Background: an optimization exercise with open tools, aiming at small area, a short achievable clock period and few clock cycles. Do not read the settings as production practice.
Function was not checked in any run shown here: the RTL went through the layout flow alone.

## flow/design.v (module list and top-level ports; edited modules follow where they fit)
// module fp9_mul: 435 lines
// module fp9_add: 777 lines
// module fp9_add_ns: 725 lines
// module mv_mul: 90 lines
module mv_mul #(
    parameter SHAPE_M       = 2,
    parameter SHAPE_N       = 8,
    parameter ELEMENT_WIDTH = 9,
    parameter CTRL_C_WIDTH  = 16,
    parameter DEPTH_WARP    = 4
) (
    input  wire                              clk,
    input  wire                              rst_n,
    input  wire [SHAPE_M*SHAPE_N*ELEMENT_WIDTH-1:0]  a_i,
    input  wire [SHAPE_N*ELEMENT_WIDTH-1:0]  b_i,
    input  wire [2:0]                        rm_i,
    input  wire [7:0]                        ctrl_reg_idxw_i,
    input  wire [DEPTH_WARP-1:0]             ctrl_warpid_i,
    input  wire                              in_valid_i,
    output reg                               in_ready_o,
    output reg                               out_valid_o,
    input  wire                              out_ready_i,
    output reg  [SHAPE_M*ELEMENT_WIDTH-1:0]  result_o,
    output reg  [4:0]                        fflags_o
);
  // ...
==> flow/flow/run.sh <==
#!/bin/bash
# The standard layout (the standard.sh: floorplan, power grid, placement,
# CTS, routing) with two changes:
# - synthesis is the standard one (synth_recipe.tcl, same registers and names)
#   except for the combinational mapping: no full-adder extraction, no
#   Kogge-Stone adder map, and ABC script flow/map.abc (logic rewriting, then area-oriented mapping with upsizing)
#   (flow/my_synth.tcl);
# - the buffers that placement puts on every input and output port are the
#   plain sky130 buf_1 instead of the default clkdlybuf4s50 delay cell.
set -euo pipefail
W=$PWD
FLOW_SYNTH_TCL=$W/synth_recipe.tcl bash standard.sh \
  SYNTH_SCRIPT=$W/flow/my_synth.tcl ADDER_MAP_FILE= SYNTH_OPERATIONS_ARGS=-nofsm \
  'BUFFER_PORTS_ARGS=-buffer_cell sky130_fd_sc_hd__buf_1' finish > standard_flow.log 2>&1
==> flow/flow/map.abc <==
strash
dc2
balance
rewrite
refactor
balance
rewrite
rewrite -z
balance
refactor -z
rewrite -z
balance
dc2
balance
rewrite
refactor
balance
rewrite
rewrite -z
balance
refactor -z
rewrite -z
balance
dch -f
map -a {D}
topo
buffer
upsize {D}
dnsize {D}
==> flow/flow/my_synth.tcl <==
# Synthesis script for flow/run.sh: synth_recipe.tcl (the standard synthesis,
# named by FLOW_SYNTH_TCL) with the technology mapping done by flow/map.abc
# instead of ORFS's abc_area/abc_speed script. Registers are untouched: ABC
# only maps the combinational logic.
set map_script [file join [file dirname [file normalize [info script]]] map.abc]
proc abc {args} {
  set i [lsearch -exact $args -script]
  if {$i >= 0} { set args [lreplace $args $i [expr {$i + 1}]] }
  yosys abc -script $::map_script {*}$args
}
source $::env(FLOW_SYNTH_TCL)
==> flow/standard.sh <==
#!/bin/bash
# synth_recipe.tcl (not shown) runs the flow's synth.tcl, then flattens the netlist and writes it again
# the make line also repeats each setting of config.mk as NAME=value (left out here)
make -C /OpenROAD-flow-scripts/flow DESIGN_CONFIG=/design/flow/config.mk WORK_HOME=/design/flow/orfs CLKGATE_MAP_FILE= SYNTH_SCRIPT=/design/flow/synth_recipe.tcl "${@:-finish}"
==> flow/config.mk <==
export PLATFORM = sky130hd
export DESIGN_NAME = mv_mul
export DESIGN_NICKNAME = mv_mul
export VERILOG_FILES = /design/flow/design.v
export SDC_FILE = /design/flow/constraint.sdc
export NUM_CORES = 4
export LEC_CHECK = 0
export ABC_AREA = 1
export CAP_MARGIN = 20
export CORE_MARGIN = 2
export CORE_UTILIZATION = 40
export SETUP_SLACK_MARGIN = 3
export SLEW_MARGIN = 20
==> flow/constraint.sdc <==
create_clock -name core_clock -period 10.0 [get_ports {clk}]
set_input_delay 2.0000 -clock core_clock [delete_from_list [all_inputs] [get_ports {clk}]]
set_output_delay 2.0000 -clock core_clock [all_outputs]
set_load 0.01 [all_outputs]
==> flow_summary.toml, run 1 <==
[status]
outcome = "no timing/DRC/antenna violations"

[floorplanning]
nWellTaps = 265
start_util = 0.411

[final_layout]
clkCellAreaFrac = 0.0311
layout_common_cells = "nand2_1, buf_1, nor2_1, inv_1, a22oi_1"
layout.nets = 1807
area_delta_synth_final_pct = 20.0
signal_buffers = 253
design_area_um2 = 9660
final_cells = 1842
clkbuf_count = 9

[sta]
skew_ns = 0.0104
setup_slack_ns = 3.64
max_freq_ghz = 0.157
final.hold.worst_slack_ns = 0.473
tightest_slew_ns = 0.814

[drt]
drt_iter0_markers = 549
num_vias = 9800
drc_errors = 0
wl_met3_um = 1280

[synthesis]
ys_top_cells_by_area = "nand2_1, nor2_1, edfxtp_1, inv_1, dfxtp_1"
yosysMostFrequentCell = "nand2_1"
synth-simple-area-share = 0.313
yosys.area.top_type = "nand2_1"
synth_fa_ha_area_frac = 0.00497
synth_cells = 1336

[clock_tree]
cts.path.max_buffers = 2
cts_resized = 1

[critical_path]
crit_path_start_kind = "flop"
critPathMostFrequentCell = "nor2_1"
worst-path-stages = 47

[placed_design]
dpl_cell_area_um2 = 9210
dpl.cell_count = 1819
gp_congestion = 0.942

[worst_hold_path]
hold_path_end = "s1[1]"

[run]
cap_violations = 0

[global_route]
globalRouteOverflowTotal = 0
first_global_vias = 9389
==> module mv_mul, before the edit <==
module mv_mul #(
    parameter SHAPE_M       = 2,
    parameter SHAPE_N       = 8,
    parameter ELEMENT_WIDTH = 9,
    parameter CTRL_C_WIDTH  = 16,
    parameter DEPTH_WARP    = 4
) (
    input  wire                              clk,
    input  wire                              rst_n,
    input  wire [SHAPE_M*SHAPE_N*ELEMENT_WIDTH-1:0]  a_i,
    input  wire [SHAPE_N*ELEMENT_WIDTH-1:0]  b_i,
    input  wire [2:0]                        rm_i,
    input  wire [7:0]                        ctrl_reg_idxw_i,
    input  wire [DEPTH_WARP-1:0]             ctrl_warpid_i,
    input  wire                              in_valid_i,
    output reg                               in_ready_o,
    output reg                               out_valid_o,
    input  wire                              out_ready_i,
    output reg  [SHAPE_M*ELEMENT_WIDTH-1:0]  result_o,
    output reg  [4:0]                        fflags_o
);
    reg [9:0]  ph;           
    reg        ph0;
    reg        top;          
    wire       acc = in_valid_i & in_ready_o;
    always @(posedge clk or negedge rst_n) begin
        if (!rst_n) begin
            ph0        <= 1'b1;
            ph         <= 10'd0;
            in_ready_o <= 1'b0;
            top        <= 1'b0;
        end else begin
            ph0        <= !in_valid_i | ph[9];
            ph         <= in_valid_i ? {ph[8:0], ph0} : 10'd0;
            in_ready_o <= in_valid_i & ph[8];
            top        <= in_valid_i & (ph[4] | ph[8]);
        end
    end
    always @(posedge clk or negedge rst_n) begin
        if (!rst_n)
            out_valid_o <= 1'b0;
        else if (acc)
            out_valid_o <= 1'b1;
        else if (out_ready_i)
            out_valid_o <= 1'b0;
    end
    wire [7:0] slot = {ph[6:0], ph0};
    wire [3:0] csel = slot[3:0] | slot[7:4];
    reg  [8:0] ma0, ma1, mb0, mb1;
    integer t;
    always @(*) begin
        ma0 = 9'd0; ma1 = 9'd0; mb0 = 9'd0; mb1 = 9'd0;
        for (t = 0; t < 8; t = t + 1) begin
            ma0 = ma0 | ({9{slot[t]}} & a_i[(t[2]*8 + {t[0], t[1]})*9 +: 9]);
            ma1 = ma1 | ({9{slot[t]}} & a_i[(t[2]*8 + {t[0], t[1]} + 4)*9 +: 9]);
        end
        for (t = 0; t < 4; t = t + 1) begin
            mb0 = mb0 | ({9{csel[t]}} & b_i[{t[0], t[1]}*9 +: 9]);
            mb1 = mb1 | ({9{csel[t]}} & b_i[({t[0], t[1]} + 4)*9 +: 9]);
        end
    end
    wire [8:0] p0, p1;
    fp9_mul u_mul0 (.a(ma0), .b(mb0), .y(p0));
    fp9_mul u_mul1 (.a(ma1), .b(mb1), .y(p1));
    reg [8:0] pa, pb;        
    reg [8:0] s0, s1;        
    reg [8:0] t0;            
    always @(posedge clk) begin
        pa <= p0;
        pb <= p1;
    end
    wire [8:0] l1;
    fp9_add_ns u_add1 (.a(pa), .b(pb), .y(l1));
    wire [8:0] l2;
    always @(posedge clk) begin
        s0 <= l1;
        s1 <= (ph[4] | ph[8]) ? l2 : s0;
    end
    fp9_add u_add2 (.a(top ? t0 : s1), .b(top ? s1 : s0), .y(l2));
    always @(posedge clk) begin
        if (ph[2] | ph[6]) t0 <= l2;
        if (ph[5])         result_o[8:0]  <= l2;
        if (ph[9])         result_o[17:9] <= l2;
    end
    wire ov0 = &result_o[7:3];
    wire ov1 = &result_o[16:12];
    always @(*) begin
        fflags_o = {2'b00, (ov0 & |result_o[2:0]) | (ov1 & |result_o[11:9]), 1'b0, ov0 | ov1};
    end
endmodule
==> run 2: changes to the inputs <==
--- a/flow/design.v
+++ b/flow/design.v
@@ -1566,379 +1566,439 @@
   wire _346_;
   wire _347_;
   wire _348_;
   wire _349_;
   wire _350_;
   wire _351_;
   wire _352_;
   wire _353_;
-  assign _178_ = 4'h8 >> { b[5], b[3] };
-  assign _188_ = 4'h8 >> { b[7], b[4] };
-  assign _197_ = 4'h8 >> { _188_, b[6] };
-  assign _208_ = 4'h8 >> { _197_, _178_ };
-  assign _219_ = 4'h8 >> a[7:6];
-  assign _229_ = 4'h8 >> a[4:3];
-  assign _240_ = 4'h8 >> { _229_, a[5] };
-  assign _251_ = 4'h8 >> { _240_, _219_ };
-  assign _261_ = 4'h1 >> { _251_, _208_ };
-  assign _272_ = 4'h1 >> { b[7], a[7] };
-  assign _282_ = 4'h1 >> { b[8], a[8] };
-  assign _293_ = 4'h8 >> { b[8], a[8] };
-  assign _294_ = 4'h1 >> { _293_, _282_ };
-  assign _295_ = 4'h4 >> { a[4], b[4] };
-  assign _296_ = 4'h2 >> { a[4], b[4] };
-  assign _297_ = 4'h1 >> { _296_, _295_ };
-  assign _298_ = 4'h2 >> { a[3], b[3] };
-  assign _299_ = 4'h4 >> { a[5], b[5] };
-  assign _300_ = 4'h2 >> { a[5], b[5] };
-  assign _301_ = 4'h1 >> { _298_, _296_ };
-  assign _302_ = 4'h1 >> { _301_, _295_ };
-  assign _303_ = 4'h1 >> { _302_, _300_ };
-  assign _304_ = 4'h1 >> { _303_, _299_ };
-  assign _305_ = 4'h2 >> { b[7], a[7] };
-  assign _306_ = 4'h2 >> { b[6], a[6] };
-  assign _307_ = 4'h1 >> { _306_, _305_ };
-  assign _308_ = 4'h8 >> { _307_, _304_ };
-  assign _309_ = 4'h4 >> { b[7], a[7] };
-  assign _310_ = 4'h4 >> { b[6], a[6] };
-  assign _311_ = 4'h1 >> { _310_, _309_ };
-  assign _312_ = 4'h1 >> { _311_, _305_ };
-  assign _313_ = 4'h1 >> { _312_, _308_ };
-  assign _314_ = 4'h4 >> { _313_, _298_ };
-  assign _315_ = 4'h4 >> { a[3], b[3] };
-  assign _316_ = 4'h1 >> { _315_, _313_ };
-  assign _317_ = 4'h1 >> { _316_, _314_ };
-  assign _318_ = 4'h2 >> { _317_, _297_ };
-  assign _319_ = 4'h4 >> { _317_, _297_ };
-  assign _320_ = 4'h1 >> { _319_, _318_ };
-  assign _321_ = 4'h1 >> { _300_, _299_ };
-  assign _322_ = 4'h1 >> { _309_, _307_ };
-  assign _323_ = 4'h4 >> { _322_, _304_ };
-  assign _324_ = 4'h8 >> { _312_, _304_ };
-  assign _325_ = 4'h1 >> { _324_, _323_ };
-  assign _326_ = 4'h4 >> { _325_, _321_ };
-  assign _327_ = 4'h8 >> { _313_, _302_ };
-  assign _328_ = 4'h1 >> { _313_, _296_ };
-  assign _329_ = 4'h4 >> { _328_, _318_ };
-  assign _330_ = 4'h1 >> { _329_, _327_ };
-  assign _331_ = 4'h8 >> { _330_, _326_ };
-  assign _332_ = 4'h1 >> { _310_, _306_ };
-  assign _333_ = 4'h1 >> { _332_, _326_ };
-  assign _334_ = 4'h1 >> { _306_, a[7] };
-  assign _335_ = 4'h1 >> { _310_, b[7] };
-  assign _336_ = 4'h1 >> { _335_, _334_ };
-  assign _337_ = 4'h1 >> { _336_, _272_ };
-  assign _338_ = 4'h1 >> { _337_, _333_ };
-  assign _339_ = 4'h4 >> { _338_, _331_ };
-  assign _340_ = 4'h4 >> { _339_, _320_ };
-  assign _341_ = 4'h1 >> { _315_, _298_ };
-  assign _342_ = 4'h8 >> { _341_, _340_ };
-  assign _343_ = 4'h4 >> { a[2], b[2] };
-  assign _344_ = 4'h2 >> { a[2], b[2] };
-  assign _345_ = 4'h8 >> { a[0], a[1] };
-  assign _346_ = 4'h1 >> { a[0], a[1] };
-  assign _347_ = 4'h1 >> { _346_, b[1] };
-  assign _348_ = 4'h1 >> { _347_, _345_ };
-  assign _349_ = 4'h1 >> { _348_, _344_ };
-  assign _350_ = 4'h1 >> { _349_, _343_ };
-  assign _351_ = 4'h8 >> { _350_, _342_ };
-  assign _352_ = 4'h2 >> { _351_, _313_ };
-  assign _353_ = 4'h2 >> { _352_, a[2] };
-  assign _000_ = 4'h8 >> { _352_, b[2] };
-  assign _001_ = 4'h1 >> { _000_, _353_ };
-  assign _002_ = 4'h8 >> { _001_, _341_ };
-  assign _003_ = 4'h2 >> { _002_, _340_ };
-  assign _004_ = 4'h4 >> { _003_, _294_ };
-  assign _005_ = 4'h2 >> { _003_, _294_ };
-  assign _006_ = 4'h1 >> { _005_, _004_ };
-  assign _007_ = 4'h2 >> { _352_, b[2] };
-  assign _008_ = 4'h8 >> { _352_, a[2] };
-  assign _009_ = 4'h1 >> { _008_, _007_ };
-  assign _010_ = 4'h1 >> { _009_, _006_ };
-  assign _011_ = 4'h8 >> { _009_, _006_ };
-  assign _012_ = 4'h1 >> { _011_, _010_ };
-  assign _013_ = 4'h8 >> { _339_, _320_ };
-  assign _014_ = 4'h8 >> { _013_, _341_ };
-  assign _015_ = 4'h2 >> { _352_, a[1] };
-  assign _016_ = 4'h8 >> { _352_, b[1] };
+  wire _354_;
+  wire _355_;
+  wire _356_;
+  wire _357_;
+  wire _358_;
+  wire _359_;
+  wire _360_;
+  wire _361_;
+  wire _362_;
+  wire _363_;
+  wire _364_;
+  wire _365_;
+  wire _366_;
+  wire _367_;
+  wire _368_;
+  wire _369_;
+  wire _370_;
+  wire _371_;
+  wire _372_;
+  wire _373_;
+  wire _374_;
+  wire _375_;
+  wire _376_;
+  wire _377_;
+  wire _378_;
+  wire _379_;
+  wire _380_;
+  wire _381_;
+  wire _382_;
+  wire _383_;
+  assign _180_ = 4'h8 >> { a[4], a[5] };
+  assign _190_ = 4'h8 >> a[7:6];
+  assign _201_ = 4'h8 >> { _190_, a[3] };
+  assign _212_ = 4'h8 >> { _201_, _180_ };
+  assign _222_ = 4'h8 >> b[4:3];
+  assign _231_ = 4'h8 >> { b[7], b[5] };
+  assign _241_ = 4'h8 >> { _231_, b[6] };
+  assign _252_ = 4'h8 >> { _241_, _222_ };
+  assign _263_ = 4'h1 >> { _252_, _212_ };
+  assign _273_ = 4'h2 >> { b[8], a[8] };
+  assign _284_ = 4'h4 >> { b[8], a[8] };
+  assign _294_ = 4'h1 >> { _284_, _273_ };
+  assign _305_ = 4'h2 >> { b[4], a[4] };
+  assign _316_ = 4'h4 >> { b[4], a[4] };
+  assign _326_ = 4'h2 >> { a[3], b[3] };
+  assign _327_ = 4'h1 >> { _326_, _316_ };
+  assign _328_ = 4'h1 >> { _327_, _305_ };
+  assign _329_ = 4'h1 >> { b[5], a[5] };
+  assign _330_ = 4'h8 >> { b[5], a[5] };
+  assign _331_ = 4'h1 >> { _330_, _329_ };
+  assign _332_ = 4'h2 >> { _331_, _328_ };
+  assign _333_ = 4'h4 >> { _331_, _328_ };
+  assign _334_ = 4'h1 >> { _333_, _332_ };
+  assign _335_ = 4'h4 >> { b[7], a[7] };
+  assign _336_ = 4'h2 >> { b[7], a[7] };
+  assign _337_ = 4'h2 >> { b[6], a[6] };
+  assign _338_ = 4'h1 >> { _337_, _336_ };
+  assign _339_ = 4'h1 >> { _316_, _305_ };
+  assign _340_ = 4'h4 >> { a[3], b[3] };
+  assign _341_ = 4'h1 >> { _340_, _326_ };
+  assign _342_ = 4'h8 >> { _341_, _334_ };
+  assign _343_ = 4'h8 >> { _342_, _339_ };
+  assign _344_ = 4'h4 >> { a[2], b[2] };
+  assign _345_ = 4'h2 >> { a[2], b[2] };
+  assign _346_ = 4'h8 >> { a[0], a[1] };
+  assign _347_ = 4'h1 >> { a[0], a[1] };
+  assign _348_ = 4'h1 >> { _347_, b[1] };
+  assign _349_ = 4'h1 >> { _348_, _346_ };
+  assign _350_ = 4'h1 >> { _349_, _345_ };
+  assign _351_ = 4'h1 >> { _350_, _344_ };
+  assign _352_ = 4'h8 >> { _351_, _343_ };
+  assign _353_ = 4'h4 >> { b[6], a[6] };
+  assign _354_ = 4'h4 >> { b[5], a[5] };
+  assign _355_ = 4'h1 >> { _354_, _332_ };
+  assign _356_ = 4'h4 >> { _355_, _353_ };
+  assign _357_ = 4'h4 >> { _356_, _352_ };
+  assign _358_ = 4'h2 >> { _357_, _338_ };
+  assign _359_ = 4'h1 >> { _358_, _335_ };
+  assign _360_ = 4'h2 >> { _353_, _336_ };
+  assign _361_ = 4'h4 >> { _355_, _338_ };
+  assign _362_ = 4'h1 >> { _361_, _360_ };
+  assign _363_ = 4'h8 >> { _362_, _359_ };
+  assign _364_ = 4'h8 >> { _363_, _334_ };
+  assign _365_ = 4'h1 >> { _339_, _326_ };
+  assign _366_ = 4'h2 >> { _340_, _339_ };
+  assign _367_ = 4'h1 >> { _366_, _365_ };
+  assign _368_ = 4'h8 >> { _367_, b[2] };
+  assign _369_ = 4'h4 >> { _341_, _339_ };
+  assign _370_ = 4'h8 >> { _341_, b[1] };
+  assign _371_ = 4'h1 >> { _370_, _369_ };
+  assign _372_ = 4'h4 >> { _371_, _368_ };
+  assign _373_ = 4'h2 >> { _372_, _364_ };
+  assign _374_ = 4'h1 >> { _336_, _335_ };
+  assign _375_ = 4'h1 >> { _374_, _337_ };
+  assign _376_ = 4'h1 >> b[4:3];
+  assign _377_ = 4'h2 >> { _354_, a[3] };
+  assign _378_ = 4'h8 >> { _377_, _376_ };
+  assign _379_ = 4'h2 >> { b[5], a[5] };
+  assign _380_ = 4'h1 >> { _353_, _337_ };
+  assign _381_ = 4'h1 >> { _380_, _379_ };
+  assign _382_ = 4'h4 >> { _381_, _378_ };
+  assign _383_ = 4'h1 >> { _382_, _375_ };
+  assign _000_ = 4'h4 >> { _383_, _359_ };
+  assign _001_ = 4'h8 >> { _341_, _339_ };
+  assign _002_ = 4'h1 >> { _001_, _334_ };
+  assign _003_ = 4'h1 >> { _002_, _343_ };
+  assign _004_ = 4'h2 >> { _003_, _000_ };
+  assign _005_ = 4'h4 >> { _339_, _326_ };
+  assign _006_ = 4'h4 >> { _005_, a[1] };
+  assign _007_ = 4'h1 >> { _341_, a[2] };
+  assign _008_ = 4'h1 >> { _007_, _367_ };
+  assign _009_ = 4'h4 >> { _008_, _006_ };
+  assign _010_ = 4'h8 >> { _009_, _004_ };
+  assign _011_ = 4'h1 >> { _010_, _373_ };
+  assign _012_ = 4'h8 >> { _011_, _294_ };
+  assign _013_ = 4'h1 >> { _011_, _294_ };
+  assign _014_ = 4'h1 >> { _013_, _012_ };
+  assign _015_ = 4'h2 >> { _359_, b[1] };
+  assign _016_ = 4'h8 >> { _359_, a[1] };
   assign _017_ = 4'h1 >> { _016_, _015_ };
-  assign _018_ = 4'h2 >> { _017_, _341_ };
-  assign _019_ = 4'h1 >> { _001_, _341_ };
+  assign _018_ = 4'h4 >> { _017_, _014_ };
+  assign _019_ = 4'h2 >> { _017_, _014_ };
   assign _020_ = 4'h1 >> { _019_, _018_ };
-  assign _021_ = 4'h2 >> { _020_, _340_ };
-  assign _022_ = 4'h1 >> { _021_, _014_ };
-  assign _023_ = 4'h4 >> { _022_, _294_ };
-  assign _024_ = 4'h2 >> { _022_, _294_ };
-  assign _025_ = 4'h1 >> { _024_, _023_ };
-  assign _026_ = 4'h2 >> { _352_, b[1] };
-  assign _027_ = 4'h8 >> { _352_, a[1] };
-  assign _028_ = 4'h1 >> { _027_, _026_ };
-  assign _029_ = 4'h2 >> { _028_, _025_ };
-  assign _030_ = 4'h4 >> { _028_, _025_ };
+  assign _021_ = 4'h4 >> { _367_, b[1] };
+  assign _022_ = 4'h4 >> { _001_, b[0] };
+  assign _023_ = 4'h4 >> { _369_, b[2] };
+  assign _024_ = 4'h1 >> { _023_, _022_ };
+  assign _025_ = 4'h4 >> { _024_, _021_ };
+  assign _026_ = 4'h8 >> { _025_, _364_ };
+  assign _027_ = 4'h1 >> { _367_, _341_ };
+  assign _028_ = 4'h4 >> { _027_, a[1] };
+  assign _029_ = 4'h4 >> { _001_, a[0] };
+  assign _030_ = 4'h4 >> { _369_, a[2] };
   assign _031_ = 4'h1 >> { _030_, _029_ };
-  assign _032_ = 4'h4 >> { _013_, _002_ };
-  assign _033_ = 4'h1 >> { _017_, _341_ };
-  assign _034_ = 4'h2 >> { _352_, a[0] };
-  assign _035_ = 4'h8 >> { _352_, b[0] };
-  assign _036_ = 4'h1 >> { _035_, _034_ };
-  assign _037_ = 4'h2 >> { _036_, _341_ };
-  assign _038_ = 4'h1 >> { _037_, _033_ };
-  assign _039_ = 4'h2 >> { _038_, _340_ };
-  assign _040_ = 4'h1 >> { _039_, _032_ };
-  assign _041_ = 4'h4 >> { _040_, _294_ };
-  assign _042_ = 4'h2 >> { _352_, b[0] };
-  assign _043_ = 4'h8 >> { _352_, a[0] };
-  assign _044_ = 4'h1 >> { _043_, _042_ };
-  assign _045_ = 4'h2 >> { _044_, _040_ };
-  assign _046_ = 4'h2 >> { _038_, _013_ };
-  assign _047_ = 4'h1 >> { _002_, _321_ };
-  assign _048_ = 4'h2 >> { _047_, _330_ };
-  assign _049_ = 4'h1 >> { _330_, _321_ };
-  assign _050_ = 4'h1 >> { _337_, _320_ };
-  assign _051_ = 4'h4 >> { _050_, _049_ };
-  assign _052_ = 4'h4 >> { _051_, _048_ };
-  assign _053_ = 4'h1 >> { _052_, _046_ };
-  assign _054_ = 4'h1 >> { _036_, _341_ };
-  assign _055_ = 4'h4 >> { _054_, _340_ };
-  assign _056_ = 4'h1 >> { a[0], b[0] };
-  assign _057_ = 4'h8 >> { _056_, _001_ };
-  assign _058_ = 4'h8 >> { _057_, _017_ };
-  assign _059_ = 4'h1 >> { _058_, _339_ };
-  assign _060_ = 4'h1 >> { _059_, _055_ };
-  assign _061_ = 4'h8 >> { _060_, _053_ };
-  assign _062_ = 4'h2 >> { _020_, _013_ };
-  assign _063_ = 4'h8 >> { _054_, _340_ };
-  assign _064_ = 4'h8 >> { _341_, _326_ };
-  assign _065_ = 4'h8 >> { _064_, _050_ };
-  assign _066_ = 4'h1 >> { _065_, _063_ };
-  assign _067_ = 4'h4 >> { _066_, _062_ };
-  assign _068_ = 4'h8 >> { _067_, _061_ };
-  assign _069_ = 4'h2 >> { _068_, _294_ };
-  assign _070_ = 4'h4 >> { _044_, _040_ };
-  assign _071_ = 4'h1 >> { _070_, _045_ };
-  assign _072_ = 4'h4 >> { _071_, _069_ };
-  assign _073_ = 4'h1 >> { _072_, _045_ };
-  assign _074_ = 4'h1 >> { _073_, _041_ };
-  assign _075_ = 4'h8 >> { _074_, _031_ };
-  assign _076_ = 4'h1 >> { _075_, _029_ };
-  assign _077_ = 4'h2 >> { _076_, _012_ };
-  assign _078_ = 4'h1 >> { _077_, _010_ };
-  assign _079_ = 4'h8 >> { _078_, _342_ };
-  assign _080_ = 4'h1 >> { _078_, _342_ };
-  assign _081_ = 4'h1 >> { _080_, _079_ };
-  assign _082_ = 4'h8 >> { _081_, _294_ };
-  assign _083_ = 4'h1 >> { _060_, _053_ };
-  assign _084_ = 4'h2 >> { _083_, _067_ };
-  assign _085_ = 4'h2 >> { _084_, _325_ };
-  assign _086_ = 4'h1 >> { _085_, _061_ };
-  assign _087_ = 4'h1 >> { _074_, _031_ };
-  assign _088_ = 4'h1 >> { _087_, _075_ };
-  assign _089_ = 4'h2 >> { _071_, _069_ };
-  assign _090_ = 4'h1 >> { _089_, _072_ };
-  assign _091_ = 4'h8 >> { _090_, _088_ };
-  assign _092_ = 4'h8 >> { _091_, _086_ };
-  assign _093_ = 4'h2 >> { _092_, _082_ };
-  assign _094_ = 4'h1 >> { a[3], b[3] };
-  assign _095_ = 4'h1 >> { _094_, _317_ };
-  assign _096_ = 4'h4 >> { _076_, _012_ };
-  assign _097_ = 4'h1 >> { _096_, _077_ };
-  assign _098_ = 4'h1 >> { _067_, _061_ };
-  assign _099_ = 4'h2 >> { _098_, _071_ };
-  assign _100_ = 4'h1 >> { _071_, _067_ };
-  assign _101_ = 4'h1 >> { _100_, _099_ };
-  assign _102_ = 4'h2 >> { _101_, _090_ };
-  assign _103_ = 4'h8 >> { _102_, _088_ };
-  assign _104_ = 4'h2 >> { _103_, _097_ };
-  assign _105_ = 4'h4 >> { _090_, _088_ };
+  assign _032_ = 4'h4 >> { _031_, _028_ };
+  assign _033_ = 4'h8 >> { _032_, _004_ };
+  assign _034_ = 4'h1 >> { _033_, _026_ };
+  assign _035_ = 4'h2 >> { _359_, b[0] };
+  assign _036_ = 4'h8 >> { _359_, a[0] };
+  assign _037_ = 4'h1 >> { _036_, _035_ };
+  assign _038_ = 4'h4 >> { _037_, _034_ };
+  assign _039_ = 4'h2 >> { _037_, _034_ };
+  assign _040_ = 4'h1 >> { _039_, _038_ };
+  assign _041_ = 4'h8 >> { _369_, b[0] };
+  assign _042_ = 4'h8 >> { _027_, b[1] };
+  assign _043_ = 4'h1 >> { _042_, _041_ };
+  assign _044_ = 4'h2 >> { _043_, _334_ };
+  assign _045_ = 4'h1 >> { _044_, _004_ };
+  assign _046_ = 4'h8 >> { _005_, b[2] };
+  assign _047_ = 4'h1 >> { _046_, _367_ };
+  assign _048_ = 4'h1 >> { _047_, _334_ };
+  assign _049_ = 4'h8 >> { _048_, _363_ };
+  assign _050_ = 4'h8 >> { _366_, a[2] };
+  assign _051_ = 4'h1 >> { _050_, _027_ };
+  assign _052_ = 4'h2 >> { _051_, _000_ };
+  assign _053_ = 4'h1 >> { _052_, _049_ };
+  assign _054_ = 4'h8 >> { _053_, _045_ };
+  assign _055_ = 4'h8 >> { _369_, a[0] };
+  assign _056_ = 4'h8 >> { _367_, a[1] };
+  assign _057_ = 4'h1 >> { _056_, _055_ };
+  assign _058_ = 4'h8 >> { _057_, _004_ };
+  assign _059_ = 4'h1 >> { _058_, _054_ };
+  assign _060_ = 4'h4 >> { _347_, a[2] };
+  assign _061_ = 4'h8 >> { _367_, a[0] };
+  assign _062_ = 4'h1 >> { _061_, _003_ };
+  assign _063_ = 4'h1 >> { _062_, _060_ };
+  assign _064_ = 4'h4 >> { _063_, _363_ };
+  assign _065_ = 4'h1 >> b[1:0];
+  assign _066_ = 4'h4 >> { _065_, b[2] };
+  assign _067_ = 4'h8 >> { _027_, b[0] };
+  assign _068_ = 4'h2 >> { _067_, _334_ };
+  assign _069_ = 4'h1 >> { _068_, _066_ };
+  assign _070_ = 4'h8 >> { _069_, _363_ };
+  assign _071_ = 4'h1 >> { _070_, _064_ };
+  assign _072_ = 4'h4 >> { _071_, _059_ };
+  assign _073_ = 4'h8 >> { _027_, b[2] };
+  assign _074_ = 4'h8 >> { _367_, b[0] };
+  assign _075_ = 4'h1 >> { _074_, _073_ };
+  assign _076_ = 4'h2 >> { _075_, _364_ };
+  assign _077_ = 4'h4 >> { _027_, a[0] };
+  assign _078_ = 4'h4 >> { _367_, a[2] };
+  assign _079_ = 4'h4 >> { _369_, a[1] };
+  assign _080_ = 4'h1 >> { _079_, _334_ };
+  assign _081_ = 4'h4 >> { _080_, _078_ };
+  assign _082_ = 4'h4 >> { _081_, _077_ };
+  assign _083_ = 4'h8 >> { _082_, _000_ };
+  assign _084_ = 4'h1 >> { _370_, _333_ };
+  assign _085_ = 4'h2 >> { _084_, _003_ };
+  assign _086_ = 4'h8 >> { _085_, _363_ };
+  assign _087_ = 4'h1 >> { _086_, _083_ };
+  assign _088_ = 4'h4 >> { _087_, _076_ };
+  assign _089_ = 4'h8 >> { _088_, _072_ };
+  assign _090_ = 4'h1 >> { _089_, _294_ };
+  assign _091_ = 4'h8 >> { _090_, _040_ };
+  assign _092_ = 4'h8 >> { _034_, _294_ };
+  assign _093_ = 4'h1 >> { _092_, _038_ };
+  assign _094_ = 4'h4 >> { _093_, _091_ };
+  assign _095_ = 4'h2 >> { _094_, _020_ };
+  assign _096_ = 4'h4 >> { _094_, _020_ };
+  assign _097_ = 4'h1 >> { _096_, _095_ };
+  assign _098_ = 4'h1 >> { _095_, _018_ };
+  assign _099_ = 4'h2 >> { _047_, _364_ };
+  assign _100_ = 4'h1 >> { _341_, _334_ };
+  assign _101_ = 4'h1 >> { _100_, _342_ };
+  assign _102_ = 4'h2 >> { _101_, _052_ };
+  assign _103_ = 4'h1 >> { _102_, _099_ };
+  assign _104_ = 4'h8 >> { _103_, _294_ };
+  assign _105_ = 4'h1 >> { _103_, _294_ };
   assign _106_ = 4'h1 >> { _105_, _104_ };
-  assign _107_ = 4'h1 >> { _078_, _294_ };
-  assign _108_ = 4'h1 >> { _107_, _079_ };
-  assign _109_ = 4'h4 >> { _108_, _082_ };
+  assign _107_ = 4'h2 >> { _359_, b[2] };
+  assign _108_ = 4'h8 >> { _359_, a[2] };
+  assign _109_ = 4'h1 >> { _108_, _107_ };
   assign _110_ = 4'h4 >> { _109_, _106_ };
-  assign _111_ = 4'h8 >> { _097_, _085_ };
-  assign _112_ = 4'h2 >> { _111_, _106_ };
-  assign _113_ = 4'h8 >> { _112_, _108_ };
-  assign _114_ = 4'h1 >> { _113_, _110_ };
-  assign _115_ = 4'h8 >> { _114_, _095_ };
-  assign _116_ = 4'h2 >> { _352_, b[4] };
-  assign _117_ = 4'h8 >> { _352_, a[4] };
-  assign _118_ = 4'h1 >> { _117_, _116_ };
-  assign _119_ = 4'h2 >> { _118_, _115_ };
-  assign _120_ = 4'h4 >> { _119_, _093_ };
-  assign _121_ = 4'h2 >> { _313_, b[5] };
-  assign _122_ = 4'h8 >> { _313_, a[5] };
-  assign _123_ = 4'h1 >> { _122_, _121_ };
-  assign _124_ = 4'h2 >> { _123_, _120_ };
-  assign _125_ = 4'h2 >> { _352_, b[6] };
-  assign _126_ = 4'h8 >> { _352_, a[6] };
-  assign _127_ = 4'h1 >> { _126_, _125_ };
-  assign _128_ = 4'h2 >> { _127_, _124_ };
-  assign _129_ = 4'h1 >> { _097_, _088_ };
-  assign _130_ = 4'h2 >> { _129_, _093_ };
-  assign _131_ = 4'h4 >> { _118_, _115_ };
-  assign _132_ = 4'h1 >> { _131_, _119_ };
-  assign _133_ = 4'h8 >> { _132_, _130_ };
-  assign _134_ = 4'h2 >> { _119_, _093_ };
-  assign _135_ = 4'h4 >> { _134_, _133_ };
-  assign _136_ = 4'h8 >> { _135_, _123_ };
-  assign _137_ = 4'h8 >> { _136_, _127_ };
-  assign _138_ = 4'h1 >> { _137_, _128_ };
-  assign _139_ = 4'h8 >> { _138_, _272_ };
-  assign _140_ = 4'h1 >> { _138_, _272_ };
-  assign _141_ = 4'h1 >> { _097_, _095_ };
-  assign _142_ = 4'h1 >> { _129_, _118_ };
-  assign _143_ = 4'h4 >> { _142_, _141_ };
-  assign _144_ = 4'h4 >> { _129_, _090_ };
-  assign _145_ = 4'h2 >> { _144_, _326_ };
-  assign _146_ = 4'h8 >> { a[5], b[5] };
-  assign _147_ = 4'h1 >> { b[6], b[7] };
-  assign _148_ = 4'h4 >> { _147_, a[6] };
-  assign _149_ = 4'h4 >> { _148_, _146_ };
-  assign _150_ = 4'h4 >> { _149_, _145_ };
-  assign _151_ = 4'h4 >> { _150_, _143_ };
-  assign _152_ = 4'h8 >> { _151_, _093_ };
-  assign _153_ = 4'h8 >> { _144_, _067_ };
-  assign _154_ = 4'h8 >> { _153_, _082_ };
-  assign _155_ = 4'h1 >> { _154_, _152_ };
-  assign _156_ = 4'h4 >> { _155_, _140_ };
-  assign _157_ = 4'h4 >> { _156_, _139_ };
-  assign y[7] = 4'hd >> { _157_, _261_ };
-  assign _158_ = 4'h1 >> { _136_, _124_ };
-  assign _159_ = 4'h1 >> { _158_, _127_ };
-  assign _160_ = 4'h8 >> { _158_, _127_ };
-  assign _161_ = 4'h2 >> { _160_, _155_ };
-  assign _162_ = 4'h4 >> { _161_, _159_ };
-  assign y[6] = 4'hd >> { _162_, _261_ };
-  assign _163_ = 4'h4 >> { _346_, a[2] };
-  assign _164_ = 4'h1 >> a[7:6];
-  assign _165_ = 4'h1 >> a[4:3];
-  assign _166_ = 4'h4 >> { _165_, a[5] };
-  assign _167_ = 4'h8 >> { _166_, _164_ };
-  assign _168_ = 4'h8 >> { _167_, _163_ };
-  assign _169_ = 4'h1 >> b[1:0];
-  assign _170_ = 4'h4 >> { _169_, b[2] };
-  assign _171_ = 4'h1 >> { b[5], b[3] };
-  assign _172_ = 4'h4 >> { _171_, b[4] };
-  assign _173_ = 4'h8 >> { _172_, _147_ };
-  assign _174_ = 4'h8 >> { _173_, _170_ };
-  assign _175_ = 4'h1 >> { _174_, _168_ };
-  assign _176_ = 4'h8 >> { _175_, _261_ };
-  assign _177_ = 4'h1 >> { _135_, _120_ };
-  assign _179_ = 4'h2 >> { _177_, _176_ };
-  assign _180_ = 4'h8 >> { _179_, _155_ };
-  assign _181_ = 4'h2 >> { _180_, _123_ };
-  assign _182_ = 4'h4 >> { _179_, _123_ };
-  assign y[5] = 4'h1 >> { _182_, _181_ };
-  assign _183_ = 4'h2 >> { _176_, _118_ };
-  assign _184_ = 4'h1 >> { _132_, _130_ };
-  assign _185_ = 4'h4 >> { _155_, _133_ };
-  assign _186_ = 4'h4 >> { _185_, _184_ };
-  assign _187_ = 4'h2 >> { _186_, _176_ };
-  assign y[4] = 4'h1 >> { _187_, _183_ };
-  assign _189_ = 4'h8 >> { _176_, _114_ };
-  assign _190_ = 4'h1 >> { _189_, _095_ };
-  assign _191_ = 4'h4 >> { _155_, _115_ };
-  assign _192_ = 4'h2 >> { _191_, _176_ };
-  assign y[3] = 4'h1 >> { _192_, _190_ };
-  assign _193_ = 4'h1 >> { a[2], b[2] };
-  assign _194_ = 4'h1 >> { _193_, _175_ };
-  assign _195_ = 4'h1 >> { _136_, _103_ };
-  assign _196_ = 4'h2 >> { _115_, _103_ };
-  assign _198_ = 4'h2 >> { _196_, _151_ };
-  assign _199_ = 4'h4 >> { _198_, _195_ };
-  assign _200_ = 4'h8 >> { _086_, _071_ };
-  assign _201_ = 4'h1 >> { _081_, _294_ };
-  assign _202_ = 4'h1 >> { _201_, _082_ };
-  assign _203_ = 4'h1 >> { _202_, _200_ };
-  assign _204_ = 4'h4 >> { _102_, _097_ };
-  assign _205_ = 4'h8 >> { _204_, _088_ };
-  assign _206_ = 4'h1 >> { _104_, _342_ };
-  assign _207_ = 4'h4 >> { _206_, _205_ };
-  assign _209_ = 4'h4 >> { _207_, _203_ };
-  assign _210_ = 4'h8 >> { _097_, _091_ };
-  assign _211_ = 4'h1 >> { _097_, _091_ };
-  assign _212_ = 4'h2 >> { _211_, _088_ };
-  assign _213_ = 4'h1 >> { _212_, _204_ };
-  assign _214_ = 4'h2 >> { _213_, _108_ };
-  assign _215_ = 4'h1 >> { _214_, _210_ };
-  assign _216_ = 4'h8 >> { _215_, _203_ };
-  assign _217_ = 4'h1 >> { _216_, _209_ };
-  assign _218_ = 4'h2 >> { _152_, _261_ };
-  assign _220_ = 4'h4 >> { _218_, _217_ };
-  assign _221_ = 4'h8 >> { _163_, _251_ };
-  assign _222_ = 4'h8 >> { _170_, _208_ };
-  assign _223_ = 4'h1 >> { _222_, _221_ };
-  assign _224_ = 4'h8 >> { _223_, _175_ };
-  assign _225_ = 4'h4 >> { _224_, _220_ };
-  assign _226_ = 4'h4 >> { _225_, _199_ };
-  assign y[2] = 4'he >> { _226_, _194_ };
-  assign _227_ = 4'h1 >> { a[1], b[1] };
-  assign _228_ = 4'h1 >> { _227_, _175_ };
-  assign _230_ = 4'h1 >> { _102_, _088_ };
-  assign _231_ = 4'h1 >> { _230_, _103_ };
-  assign _232_ = 4'h2 >> { _231_, _109_ };
-  assign _233_ = 4'h1 >> { _211_, _210_ };
-  assign _234_ = 4'h1 >> { _233_, _108_ };
-  assign _235_ = 4'h8 >> { _088_, _054_ };
-  assign _236_ = 4'h4 >> { _235_, _097_ };
-  assign _237_ = 4'h4 >> { _090_, _086_ };
-  assign _238_ = 4'h2 >> { _090_, _086_ };
-  assign _239_ = 4'h1 >> { _238_, _237_ };
-  assign _241_ = 4'h2 >> { _239_, _097_ };
-  assign _242_ = 4'h1 >> { _241_, _236_ };
-  assign _243_ = 4'h8 >> { _242_, _082_ };
-  assign _244_ = 4'h1 >> { _243_, _234_ };
-  assign _245_ = 4'h4 >> { _244_, _232_ };
-  assign _246_ = 4'h1 >> { _245_, _152_ };
-  assign _247_ = 4'h1 >> { _118_, _095_ };
-  assign _248_ = 4'h8 >> { _247_, _090_ };
-  assign _249_ = 4'h4 >> { _118_, _090_ };
-  assign _250_ = 4'h1 >> { _249_, _067_ };
-  assign _252_ = 4'h8 >> { _250_, _088_ };
-  assign _253_ = 4'h1 >> { _250_, _088_ };
-  assign _254_ = 4'h2 >> { _253_, _095_ };
-  assign _255_ = 4'h4 >> { _254_, _252_ };
-  assign _256_ = 4'h1 >> { _255_, _248_ };
-  assign _257_ = 4'h8 >> { _256_, _152_ };
-  assign _258_ = 4'h2 >> { _257_, _176_ };
-  assign _259_ = 4'h4 >> { _258_, _246_ };
-  assign y[1] = 4'he >> { _259_, _228_ };
-  assign _260_ = 4'h1 >> { _175_, _056_ };
-  assign _262_ = 4'h8 >> { _118_, _095_ };
-  assign _263_ = 4'h8 >> { _262_, _101_ };
-  assign _264_ = 4'h4 >> { _247_, _067_ };
-  assign _265_ = 4'h1 >> { _264_, _263_ };
-  assign _266_ = 4'h8 >> { _265_, _152_ };
-  assign _267_ = 4'h4 >> { _109_, _101_ };
-  assign _268_ = 4'h1 >> { _067_, _053_ };
-  assign _269_ = 4'h2 >> { _268_, _111_ };
-  assign _270_ = 4'h2 >> { _269_, _082_ };
-  assign _271_ = 4'h1 >> { _071_, _068_ };
-  assign _273_ = 4'h4 >> { _271_, _088_ };
-  assign _274_ = 4'h8 >> { _088_, _071_ };
-  assign _275_ = 4'h1 >> { _274_, _273_ };
-  assign _276_ = 4'h4 >> { _275_, _108_ };
-  assign _277_ = 4'h1 >> { _276_, _270_ };
-  assign _278_ = 4'h4 >> { _277_, _267_ };
-  assign _279_ = 4'h1 >> { _278_, _152_ };
-  assign _280_ = 4'h2 >> { _279_, _176_ };
-  assign _281_ = 4'h4 >> { _280_, _266_ };
-  assign y[0] = 4'he >> { _281_, _260_ };
-  assign _283_ = 4'h4 >> { _352_, a[8] };
-  assign _284_ = 4'h1 >> { _352_, b[8] };
-  assign _285_ = 4'h2 >> { _284_, _261_ };
-  assign _286_ = 4'h4 >> { _285_, _283_ };
-  assign _287_ = 4'h4 >> { _286_, _154_ };
-  assign _288_ = 4'h8 >> { _174_, a[8] };
-  assign _289_ = 4'h4 >> { _288_, _168_ };
-  assign _290_ = 4'h8 >> { _168_, b[8] };
-  assign _291_ = 4'h4 >> { _290_, _288_ };
-  assign _292_ = 4'h1 >> { _291_, _289_ };
-  assign y[8] = 4'hb >> { _292_, _287_ };
+  assign _111_ = 4'h2 >> { _109_, _106_ };
+  assign _112_ = 4'h1 >> { _111_, _110_ };
+  assign _113_ = 4'h4 >> { _112_, _098_ };
+  assign _114_ = 4'h2 >> { _112_, _098_ };
+  assign _115_ = 4'h1 >> { _114_, _113_ };
+  assign _116_ = 4'h8 >> { _115_, _097_ };
+  assign _117_ = 4'h1 >> { _000_, _363_ };
+  assign _118_ = 4'h2 >> { _117_, _343_ };
+  assign _119_ = 4'h4 >> { _118_, _294_ };
+  assign _120_ = 4'h8 >> { _119_, _040_ };
+  assign _121_ = 4'h8 >> { _120_, _116_ };
+  assign _122_ = 4'h8 >> { _121_, _263_ };
+  assign _123_ = 4'h1 >> { _113_, _110_ };
+  assign _124_ = 4'h8 >> { _123_, _118_ };
+  assign _125_ = 4'h1 >> { _123_, _118_ };
+  assign _126_ = 4'h1 >> { _125_, _124_ };
+  assign _127_ = 4'h1 >> { _126_, _294_ };
+  assign _128_ = 4'h2 >> { _071_, _059_ };
+  assign _129_ = 4'h1 >> { _072_, _294_ };
+  assign _130_ = 4'h4 >> { _129_, _088_ };
+  assign _131_ = 4'h2 >> { _129_, _088_ };
+  assign _132_ = 4'h1 >> { _131_, _130_ };
+  assign _133_ = 4'h4 >> { _132_, _072_ };
+  assign _134_ = 4'h4 >> { _133_, _128_ };
+  assign _135_ = 4'h1 >> { _090_, _040_ };
+  assign _136_ = 4'h1 >> { _135_, _091_ };
+  assign _137_ = 4'h2 >> { _136_, _134_ };
+  assign _138_ = 4'h4 >> { _137_, _097_ };
+  assign _139_ = 4'h2 >> { _138_, _127_ };
+  assign _140_ = 4'h4 >> { _139_, _116_ };
+  assign _141_ = 4'h2 >> { _359_, b[4] };
+  assign _142_ = 4'h8 >> { _359_, a[4] };
+  assign _143_ = 4'h1 >> { _142_, _141_ };
+  assign _144_ = 4'h2 >> { _143_, _140_ };
+  assign _145_ = 4'h8 >> { _126_, _294_ };
+  assign _146_ = 4'h1 >> { _145_, _127_ };
+  assign _147_ = 4'h1 >> { _136_, _097_ };
+  assign _148_ = 4'h8 >> { _147_, _132_ };
+  assign _149_ = 4'h4 >> { _148_, _115_ };
+  assign _150_ = 4'h8 >> { _149_, _146_ };
+  assign _151_ = 4'h2 >> { _136_, _097_ };
+  assign _152_ = 4'h1 >> { _137_, _115_ };
+  assign _153_ = 4'h1 >> { _152_, _151_ };
+  assign _154_ = 4'h1 >> { _153_, _146_ };
+  assign _155_ = 4'h4 >> { _123_, _294_ };
+  assign _156_ = 4'h1 >> { _155_, _125_ };
+  assign _157_ = 4'h1 >> { _156_, _154_ };
+  assign _158_ = 4'h4 >> { _157_, _150_ };
+  assign _159_ = 4'h2 >> { _359_, b[3] };
+  assign _160_ = 4'h8 >> { _359_, a[3] };
+  assign _161_ = 4'h1 >> { _160_, _159_ };
+  assign _162_ = 4'h1 >> { _161_, _158_ };
+  assign _163_ = 4'h4 >> { _143_, _140_ };
+  assign _164_ = 4'h1 >> { _163_, _144_ };
+  assign _165_ = 4'h8 >> { _164_, _162_ };
+  assign _166_ = 4'h1 >> { _165_, _144_ };
+  assign _167_ = 4'h2 >> { _359_, b[5] };
+  assign _168_ = 4'h8 >> { _359_, a[5] };
+  assign _169_ = 4'h1 >> { _168_, _167_ };
+  assign _170_ = 4'h8 >> { _169_, _139_ };
+  assign _171_ = 4'h1 >> { _170_, _122_ };
+  assign _172_ = 4'h2 >> { _171_, _166_ };
+  assign _173_ = 4'h2 >> { _359_, b[6] };
+  assign _174_ = 4'h8 >> { _359_, a[6] };
+  assign _175_ = 4'h1 >> { _174_, _173_ };
+  assign _176_ = 4'h8 >> { _175_, _172_ };
+  assign _177_ = 4'h1 >> { _176_, _122_ };
+  assign _178_ = 4'h1 >> { b[7], a[7] };
+  assign _179_ = 4'h1 >> { _169_, _139_ };
+  assign _181_ = 4'h4 >> { _179_, _166_ };
+  assign _182_ = 4'h4 >> { _181_, _175_ };
+  assign _183_ = 4'h2 >> { _182_, _178_ };
+  assign y[7] = 4'h2 >> { _183_, _177_ };
+  assign _184_ = 4'h1 >> { a[4], a[5] };
+  assign _185_ = 4'h1 >> a[7:6];
+  assign _186_ = 4'h4 >> { _185_, a[3] };
+  assign _187_ = 4'h8 >> { _186_, _184_ };
+  assign _188_ = 4'h8 >> { _187_, _060_ };
+  assign _189_ = 4'h1 >> { b[7], b[5] };
+  assign _191_ = 4'h4 >> { _189_, b[6] };
+  assign _192_ = 4'h8 >> { _191_, _376_ };
+  assign _193_ = 4'h8 >> { _192_, _066_ };
+  assign _194_ = 4'h1 >> { _193_, _188_ };
+  assign _195_ = 4'h8 >> { _194_, _263_ };
+  assign _196_ = 4'h4 >> { _195_, _121_ };
+  assign _197_ = 4'h1 >> { b[4], a[4] };
+  assign _198_ = 4'h1 >> { _197_, _115_ };
+  assign _199_ = 4'h8 >> { _136_, _097_ };
+  assign _200_ = 4'h1 >> { _199_, _329_ };
+  assign _202_ = 4'h2 >> { _161_, b[4] };
+  assign _203_ = 4'h4 >> { _202_, _097_ };
+  assign _204_ = 4'h4 >> { _178_, _330_ };
+  assign _205_ = 4'h8 >> { _204_, _175_ };
+  assign _206_ = 4'h4 >> { _205_, _203_ };
+  assign _207_ = 4'h4 >> { _206_, _200_ };
+  assign _208_ = 4'h4 >> { _207_, _198_ };
+  assign _209_ = 4'h8 >> { _208_, _127_ };
+  assign _210_ = 4'h2 >> { _209_, _196_ };
+  assign _211_ = 4'h8 >> { _210_, _176_ };
+  assign _213_ = 4'h8 >> { _210_, _182_ };
+  assign _214_ = 4'h2 >> { _181_, _175_ };
+  assign _215_ = 4'h1 >> { _214_, _172_ };
+  assign _216_ = 4'h4 >> { _215_, _213_ };
+  assign y[6] = 4'he >> { _216_, _211_ };
+  assign _217_ = 4'h1 >> { _195_, _329_ };
+  assign _218_ = 4'h1 >> { _179_, _170_ };
+  assign _219_ = 4'h1 >> { _218_, _166_ };
+  assign _220_ = 4'h8 >> { _218_, _166_ };
+  assign _221_ = 4'h2 >> { _220_, _210_ };
+  assign _223_ = 4'h4 >> { _221_, _219_ };
+  assign y[5] = 4'he >> { _223_, _217_ };
+  assign _224_ = 4'h1 >> { _197_, _195_ };
+  assign _225_ = 4'h1 >> { _164_, _162_ };
+  assign _226_ = 4'h4 >> { _210_, _165_ };
+  assign _227_ = 4'h4 >> { _226_, _225_ };
+  assign y[4] = 4'he >> { _227_, _224_ };
+  assign _228_ = 4'h1 >> { _195_, _161_ };
+  assign _229_ = 4'h8 >> { _161_, _158_ };
+  assign _230_ = 4'h4 >> { _210_, _162_ };
+  assign _232_ = 4'h4 >> { _230_, _229_ };
+  assign y[3] = 4'he >> { _232_, _228_ };
+  assign _233_ = 4'h4 >> { _209_, _148_ };
+  assign _234_ = 4'h8 >> { _233_, _177_ };
+  assign _235_ = 4'h2 >> { _136_, _132_ };
+  assign _236_ = 4'h4 >> { _136_, _134_ };
+  assign _237_ = 4'h2 >> { _236_, _152_ };
+  assign _238_ = 4'h4 >> { _237_, _235_ };
+  assign _239_ = 4'h1 >> { _238_, _139_ };
+  assign _240_ = 4'h1 >> { _115_, _097_ };
+  assign _242_ = 4'h1 >> { _235_, _147_ };
+  assign _243_ = 4'h1 >> { _242_, _237_ };
+  assign _244_ = 4'h1 >> { _243_, _240_ };
+  assign _245_ = 4'h1 >> { _244_, _209_ };
+  assign _246_ = 4'h4 >> { _132_, _097_ };
+  assign _247_ = 4'h8 >> { _246_, _115_ };
+  assign _248_ = 4'h4 >> { _247_, _136_ };
+  assign _249_ = 4'h1 >> { _248_, _245_ };
+  assign _250_ = 4'h1 >> { _249_, _239_ };
+  assign _251_ = 4'h2 >> { _148_, _115_ };
+  assign _253_ = 4'h1 >> { _251_, _149_ };
+  assign _254_ = 4'h1 >> { _253_, _156_ };
+  assign _255_ = 4'h2 >> { _254_, _146_ };
+  assign _256_ = 4'h2 >> { _255_, _195_ };
+  assign _257_ = 4'h4 >> { _256_, _250_ };
+  assign _258_ = 4'h4 >> { _257_, _234_ };
+  assign _259_ = 4'h1 >> { a[2], b[2] };
+  assign _260_ = 4'h4 >> { _259_, _194_ };
+  assign _261_ = 4'h8 >> { _066_, _252_ };
+  assign _262_ = 4'h8 >> { _060_, _212_ };
+  assign _264_ = 4'h1 >> { _262_, _261_ };
+  assign _265_ = 4'h4 >> { _264_, _260_ };
+  assign y[2] = 4'h4 >> { _265_, _258_ };
+  assign _266_ = 4'h1 >> { a[1], b[1] };
+  assign _267_ = 4'h1 >> { _266_, _194_ };
+  assign _268_ = 4'h1 >> { _247_, _208_ };
+  assign _269_ = 4'h4 >> { _268_, _237_ };
+  assign _270_ = 4'h2 >> { _269_, _127_ };
+  assign _271_ = 4'h2 >> { _235_, _097_ };
+  assign _272_ = 4'h1 >> { _271_, _148_ };
+  assign _274_ = 4'h1 >> { _156_, _127_ };
+  assign _275_ = 4'h8 >> { _274_, _272_ };
+  assign _276_ = 4'h2 >> { _147_, _115_ };
+  assign _277_ = 4'h4 >> { _147_, _115_ };
+  assign _278_ = 4'h1 >> { _277_, _276_ };
+  assign _279_ = 4'h8 >> { _278_, _156_ };
+  assign _280_ = 4'h1 >> { _279_, _275_ };
+  assign _281_ = 4'h4 >> { _280_, _270_ };
+  assign _282_ = 4'h1 >> { _197_, _136_ };
+  assign _283_ = 4'h2 >> { _282_, _161_ };
+  assign _285_ = 4'h2 >> { _197_, _136_ };
+  assign _286_ = 4'h1 >> { _285_, _161_ };
+  assign _287_ = 4'h4 >> { _286_, _272_ };
+  assign _288_ = 4'h1 >> { _287_, _283_ };
+  assign _289_ = 4'h2 >> { _288_, _209_ };
+  assign _290_ = 4'h2 >> { _289_, _196_ };
+  assign _291_ = 4'h4 >> { _290_, _281_ };
+  assign y[1] = 4'he >> { _291_, _267_ };
+  assign _292_ = 4'h4 >> { _136_, _133_ };
+  assign _293_ = 4'h1 >> { _292_, _235_ };
+  assign _295_ = 4'h2 >> { _293_, _274_ };
+  assign _296_ = 4'h1 >> { _088_, _059_ };
+  assign _297_ = 4'h4 >> { _296_, _115_ };
+  assign _298_ = 4'h8 >> { _128_, _088_ };
+  assign _299_ = 4'h1 >> { _298_, _297_ };
+  assign _300_ = 4'h8 >> { _299_, _127_ };
+  assign _301_ = 4'h1 >> { _089_, _040_ };
+  assign _302_ = 4'h8 >> { _301_, _097_ };
+  assign _303_ = 4'h2 >> { _097_, _040_ };
+  assign _304_ = 4'h1 >> { _303_, _302_ };
+  assign _306_ = 4'h8 >> { _304_, _156_ };
+  assign _307_ = 4'h1 >> { _306_, _300_ };
+  assign _308_ = 4'h8 >> { _307_, _210_ };
+  assign _309_ = 4'h4 >> { _308_, _295_ };
+  assign _310_ = 4'h8 >> { _087_, b[4] };
+  assign _311_ = 4'h4 >> { _075_, b[4] };
+  assign _312_ = 4'h2 >> { _311_, _161_ };
+  assign _313_ = 4'h4 >> { _312_, _310_ };
+  assign _314_ = 4'h1 >> { _161_, b[4] };
+  assign _315_ = 4'h8 >> { _314_, _293_ };
+  assign _317_ = 4'h1 >> { _315_, _313_ };
+  assign _318_ = 4'h2 >> { _317_, _209_ };
+  assign _319_ = 4'h1 >> { a[0], b[0] };
+  assign _320_ = 4'h1 >> { _319_, _194_ };
+  assign _321_ = 4'h1 >> { _320_, _318_ };
+  assign y[0] = 4'hb >> { _321_, _309_ };
+  assign _322_ = 4'h2 >> { _196_, _194_ };
+  assign _323_ = 4'h4 >> { _359_, a[8] };
+  assign _324_ = 4'h1 >> { _359_, b[8] };
+  assign _325_ = 4'h1 >> { _324_, _323_ };
+  assign y[8] = 4'h4 >> { _325_, _322_ };
 endmodule
 module mv_mul #(
     parameter SHAPE_M       = 2,
     parameter SHAPE_N       = 8,
     parameter ELEMENT_WIDTH = 9,
     parameter CTRL_C_WIDTH  = 16,
     parameter DEPTH_WARP    = 4
 ) (
@@ -1996,31 +2056,32 @@
             mb1 = mb1 | ({9{csel[t]}} & b_i[({t[0], t[1]} + 4)*9 +: 9]);
         end
     end
     wire [8:0] p0, p1;
     fp9_mul u_mul0 (.a(ma0), .b(mb0), .y(p0));
     fp9_mul u_mul1 (.a(ma1), .b(mb1), .y(p1));
     reg [8:0] pa, pb;        
     reg [8:0] s0, s1;        
-    reg [8:0] t0;            
+    reg [8:0] t0, t1;        
     always @(posedge clk) begin
         pa <= p0;
         pb <= p1;
     end
     wire [8:0] l1;
     fp9_add_ns u_add1 (.a(pa), .b(pb), .y(l1));
-    wire [8:0] l2;
     always @(posedge clk) begin
         s0 <= l1;
-        s1 <= (ph[4] | ph[8]) ? l2 : s0;
+        s1 <= s0;
     end
-    fp9_add u_add2 (.a(top ? t0 : s1), .b(top ? s1 : s0), .y(l2));
+    wire [8:0] l2;
+    fp9_add u_add2 (.a(top ? t0 : s1), .b(top ? t1 : s0), .y(l2));
     always @(posedge clk) begin
         if (ph[2] | ph[6]) t0 <= l2;
+        if (ph[4] | ph[8]) t1 <= l2;
         if (ph[5])         result_o[8:0]  <= l2;
         if (ph[9])         result_o[17:9] <= l2;
     end
     wire ov0 = &result_o[7:3];
     wire ov1 = &result_o[16:12];
     always @(*) begin
         fflags_o = {2'b00, (ov0 & |result_o[2:0]) | (ov1 & |result_o[11:9]), 1'b0, ov0 | ov1};
     end
==> flow_summary.toml, run 2 <==
[sta]
rsz0062_at_grt = "false"
timing.slew.headroom = 0.327
setup_viol = 0
skew_ns = 0.00954
max_freq_ghz = 0.158
slew_violations = 0
finalCritPeriodShare = 0.634
tns_ns = 0
tightest_slew_ns = 1.00
hold_viol_final = 0
post-route-min-period_ns = 6.34

[synthesis]
synth_top_area_frac = 0.131
synth_seq_cells = 85
yosysWarnings = 1
synthTopCellsByCount = "nand2_1, nor2_1, inv_1"
ys_seq_area_frac = 0.257
synth_cells = 1325
synth.avg_cell_area_um2 = 6.25
synth_edf_count = 36
yosys.area.top_type = "edfxtp_1"
async_reset_ff_frac = 0.153
ys_top_cells_by_area = "edfxtp_1, nand2_1, nor2_1, inv_1, dfxtp_1"
netlist_area_um2 = 8280
synth.distinct_cells = 64
synth_ff_type = "edfxtp_1"
yosysMostFrequentCell = "nand2_1"

[critical_path]
required_ns = 10.09
r2r_start = "top"
crit_fanout = 35
cp_top_family = "simple AND/OR/NAND/NOR gates"
crit_type = "reg -> reg"
critPathMostFrequentCell = "inv_2"
startpoint = "top"
arrival_ns = 6.43
cp-end-kind = "flop"
crit_path_top_delay_cell = "dfrtp_4"
ff2ff_path_depth = 39
critical_path_buf_inv_count = 9
worst-path-stages = 39
crit_path_start_kind = "flop"
slowest_delay_ns = 0.64

[drt]
first_pass_iters = 6
drt_iter0_markers = 744
num_vias = 9789
viasPerCell = 5.34
drt-wirelength-per-cell_um = 15.3
drt-total-wl_um = 28000
antenna_left = 0
drc_errors = 0

[clock_tree]
hold_buffers = 0
insertion_delay_ns = 0.33
cts_buffers = 9
cts_max_level = 3
cts_sinks = 85
clockRootBuffer = "clkbuf_16"
cts.path.max_buffers = 2
cts_tree = "done"
cts.reportedPaths.clkPinSlew_ns = 0.06
post_cts_buffers = 0

[floorplanning]
coreArea_um2 = 20300
die_w_um = 148
die_area_um2 = 21900
num_rows = 52
boundaryPins = 260
die_height_um = 148
start_util = 0.408

[final_layout]
final_cells = 1832
layout_common_cells = "nand2_1, buf_1, nor2_1, inv_1, a22oi_1"
area_delta_synth_final_pct = 17.7
largest_reg_flops = 18
drive_above_1_share = 0.0481
top_register = "result_o"
layout.nets = 1790
fillers = 2188
layout_commonest_cell = "nand2_1"

[placed_design]
place_hpwl_um = 23200
dpl.cell_count = 1814
gp_congestion = 0.942
place.port_buffers = 241

[global_route]
antenna_found_initial = 2
grt_usage = 0.248
grt_max_degree = 36
first_global_vias = 9038
globalRouteOverflowTotal = 0
grt_pass1_wl_um = 44200

[worst_hold_path]
hold_class = "reg -> reg"
min_from = "s0[7]"
hold_depth = 0

[status]
outcome = "no timing/DRC/antenna violations"

[run]
cap_violations = 0
run 2: changes by cell type in the layout (fill, tap and decap cells not counted), sizes merged, moves of 7 or more:
cell    previous run  this run
nor2             246       219
a21oi             79        52
nand3             44        51
inv              226       214
o21ai             99       106
nand2            252       270
edfxtp            27        36
run 2: worst paths after layout:
kind | to | slack, ns
max in group asynchronous | top | 7.77
hold / removal | s1[7] | 0.35
hold reg to reg | s1[7] | 0.35
setup reg to reg | t0[1] | 3.66
setup / recovery | t0[1] | 3.66
min in group asynchronous | out_valid_o | 1.70
run 2: what timing repair did:
action | 4_1_cts | 5_1_grt
hold endpoints to repair | 0 | 0
resized for setup | 0 | 4
endpoints found under the setup margin | 0 | 36
run 2: cell type report:
type                    count  area (um^2)  share of cell area
repair buffers            247          950              0.0974
multi-input cells         996         5220               0.535
diodes                      2         5.00            0.000513
well taps                 270          338              0.0346
clock inverters             7         73.8             0.00757
inverters                 216          811              0.0831
clock buffers               9          225              0.0231
flip-flops and latches     85         2130               0.219
run 2: per-layer routing:
layer	track usage	vias to the layer above	part of all wire
li1	-	4948	-
met1	0.311	4455	0.43
met2	0.426	335	0.48
met3	0.0306	51	0.050
met4	0.111	0	0.042
met5	0	-	0
run 2: through the flow:
step | setup WS, ns | area [um^2] | hold slack, ns | util
after floorplan | 4.14 | 8290 | 0.327 | -
after global placement | 3.28 | 9440 | 0.341 | 0.465
after detailed placement | 3.24 | 9440 | 0.341 | 0.465
after CTS | 3.22 | 9740 | 0.353 | 0.480
after global routing | 3.01 | 9750 | 0.358 | 0.480
final | 3.66 | 9750 | 0.354 | 0.480
run 2: worst register-to-register path, delay by kind of cell, from the launching register on:
family | cells | cell delay, ns
AOI/OAI and AO/OA | 8 | 1.44
DFF | 1 | 0.64
xor gates and xnor gates | 1 | 0.34
and+or+nand+nor | 20 | 2.52
buffers and inverters | 9 | 0.73
muxes | 1 | 0.44
run 2: kinds of logic (layout without fill, tap and decap cells):
| logic type | count (synthesis) | in the layout | share of synthesized area |
|---|---|---|---|
| and+or+nand+nor | 594 | 594 | 0.296 |
| AOI/OAI and AO/OA | 350 | 350 | 0.278 |
| buffers and inverters | 246 | 479 | 0.114 |
| DFF | 85 | 85 | 0.257 |
| xor gates and xnor gates | 45 | 45 | 0.0494 |
| adders and majority gates | 3 | 3 | 0.00363 |
| other | 1 | 5 | 0.000453 |
| muxes | 1 | 1 | 0.00136 |

==> re-timing with driven ports <==
The results above use ideal ports. As a check the final layouts listed here were re-extracted and re-timed, cells and wires unchanged. Step 1 (the two cells are an assumption about what drives the block):
set clk [get_ports {clk}]
set_driving_cell -lib_cell sky130_fd_sc_hd__clkbuf_16 $clk
set_driving_cell -lib_cell sky130_fd_sc_hd__buf_2 [delete_from_list [all_inputs] $clk]
Step 2, shift: input delay + t, output delay - t, t = (earliest + latest rising clock arrival at the registers) / 2. This alone moves slack from input paths to output paths. Slacks: ideal / step 1 / step 2; pairs: ideal / step 1.
run	t (ns)	setup WS [ns]	hold slack, ns	worst setup path at the end	slew at the worst register clock pin (ns)
run 1	0.381	3.642 / 3.642 / 3.571	0.473 / 0.473 / 0.473	input to register	0.07 / 0.07
run 2	0.367	3.659 / 3.659 / 3.392	0.354 / 0.354 / 0.354	input to register	0.06 / 0.06
After both steps every run listed still meets setup and hold. The setup slack of run 2, which loses most, moves by 0.000 ns with the drivers and by -0.267 ns with both steps.
